From an optimization exercise on the open Yosys and OpenROAD flow, aimed at small area; shortcuts taken in it are not production practice. In this exercise RTL edits were held to simulation tests only and were not proved equivalent to the original. Power figures rest on the tool's default switching activity, not on a simulated workload.

Setup of JK:
## calculator
module calculator (input CLOCK_50,
                   input RESET,
                   input KEYPRESSED,
                   input [3:0] KEYCODE,
                   input [3:0] KEY,
                   output [0:6] HEX0, HEX1, HEX2, HEX3, HEX4, HEX5, HEX6, HEX7
                   );
Settings: LEC_CHECK=0, ABC_AREA=1, CAP_MARGIN=20, CORE_MARGIN=2, CORE_UTILIZATION=40, CTS_BUF_LIST=sky130_fd_sc_hd__clkbuf_8, GPL_TIMING_DRIVEN=0, SLEW_MARGIN=20; clock period 50.0 ns.
standard.sh (not shown) runs the stock make flow with config.mk's settings and CLKGATE_MAP_FILE= SYNTH_SCRIPT=/design/flow/synth_recipe.tcl, a recipe that flattens the netlist after the stock synthesis.
==> flow/flow/run.sh <==
#!/bin/bash
# The standard layout (standard.sh), with these changes:
#  - synthesis maps the logic with an area-oriented ABC script (flow/abc_area.script)
#    instead of ORFS's; everything else in synthesis is unchanged, so the registers are
#    the standard synthesis's;
#  - synthesis leaves adders to ABC instead of mapping them to half/full adder cells
#    first (ADDER_MAP_FILE empty);
#  - the ports are buffered with the smallest buffer cell (buf_1);
#  - clock tree synthesis adds no dummy loads.
set -euo pipefail
here=$(pwd)
rm -rf "$here/orfs_scripts"
cp -r "$FLOW_HOME/scripts" "$here/orfs_scripts"
cp "$here/flow/abc_area.script" "$here/orfs_scripts/abc_area.script"
export SCRIPTS_DIR="$here/orfs_scripts"
export ADDER_MAP_FILE=
export BUFFER_PORTS_ARGS="-buffer_cell sky130_fd_sc_hd__buf_1"
export CTS_ARGS="-sink_clustering_enable -repair_clock_nets -buf_list sky130_fd_sc_hd__clkbuf_8 -dont_use_dummy_load"
bash standard.sh > "$here/standard_flow.log" 2>&1
==> flow/flow/abc_area.script <==
strash
dch -f
amap
&get -n
&deepsyn -T 150
&put
dch -f
amap
topo
Input-level comparison between MS and JK:
-- flow/design.v --
<<< JK, line 32
	wire bk = pb[0], ms = pb[1], mr = pb[2], mc = pb[3];
	always @(posedge clk) begin
		kp_l  <= KEYPRESSED;
		key_l <= KEY;
	end
	reg [2:0] nstate;
>>> MS, line 32
	wire bk = pb[0], ms = pb[1], mr = pb[2], mc = pb[3];
	always @(posedge clk) begin
		kp_l  <= rst ? 1'b0 : KEYPRESSED;
		key_l <= rst ? 4'hF : KEY;
	end
	reg [2:0] nstate;
<<< JK, line 232
	assign HEX2 = seg(X[11:8]);
	assign HEX3 = seg(X[15:12]);
	function [0:6] segnr;
		input [3:0] s;
		begin
			segnr[0] = (s[2] & ~s[1] & ~s[0]) | (s[3] & s[1]) | (~s[3] & ~s[2] & ~s[1] & s[0]);
			segnr[1] = ~((~s[1] & ~s[0]) | ~s[2] | (~s[3] & s[1] & s[0]));
			segnr[2] = (~s[2] & s[1] & ~s[0]) | (s[3] & s[1]);
			segnr[3] = ~((~s[2] & ~s[0]) | (~s[2] & s[1]) | (s[2] & ~s[1] & s[0]) | (~s[3] & s[1] & ~s[0]));
			segnr[4] = ~((~s[2] & ~s[0]) | (~s[3] & s[1] & ~s[0]));
			segnr[5] = (s[1] & s[0]) | (~s[2] & s[1]) | (s[3] & s[1]) | (~s[3] & ~s[2] & s[0]);
			segnr[6] = (s[2] & s[1] & s[0]) | (~s[3] & ~s[2] & ~s[1]);
		end
	endfunction
	assign HEX4 = segnr(X[19:16]);
	assign HEX5 = segnr(X[23:20]);
	assign HEX6 = segnr(X[27:24]);
	assign HEX7 = {6'b111111, X[28]};
endmodule
>>> MS, line 232
	assign HEX2 = seg(X[11:8]);
	assign HEX3 = seg(X[15:12]);
	assign HEX4 = seg(X[19:16]);
	assign HEX5 = seg(X[23:20]);
	assign HEX6 = seg(X[27:24]);
	assign HEX7 = seg(X[31:28]);
endmodule
| gate count of the mapped netlist | MS vs JK | 0.35% higher |. JK → MS: overall fraction of global-route tracks in use grew by 0.56 points, xor-xnor portion of the synthesized cell area held steady, mean instance size in the synthesized netlist held steady, post-route cell area held steady, area after synthesis grew by 20 µm². The die used by MS is larger than the one used by JK. Via count (MS over JK): increase, 108. In MS relative to JK, total power consumption of the routed design had gone up by more than a quarter. For the fmax, MS came in 1.3% lower than JK did. Comparing setup slack of the critical path after layout for JK and MS, the smaller number came from MS.

==> static timing again, ports no longer ideal <==
The flow's constraints put no driver on any port. The routed layouts listed below were extracted and timed again, unchanged, in two steps.
Step 1 assumes that a clkbuf_16 drives the clock port and a buf_2 every other input.
Step 2 times the ports against the registers' clock, not the clock port: input delays grow and output delays shrink by t, the midpoint of the rising clock arrivals with the driver on.
Three values: ideal ports, drivers, drivers and shift; two values: the first two.
run	t, ns	setup WS [ns]	worst setup path at the end	worst slew at a driven data input, ns
JK	0.413	28.756 / 28.770 / 28.357	input to register	0.05
MS	0.408	28.470 / 28.479 / 28.070	input to register	0.03
After both steps setup and hold are still met in every run listed. The setup slack of MS, which loses most, moves by +0.009 ns with the drivers and by -0.400 ns with both steps.
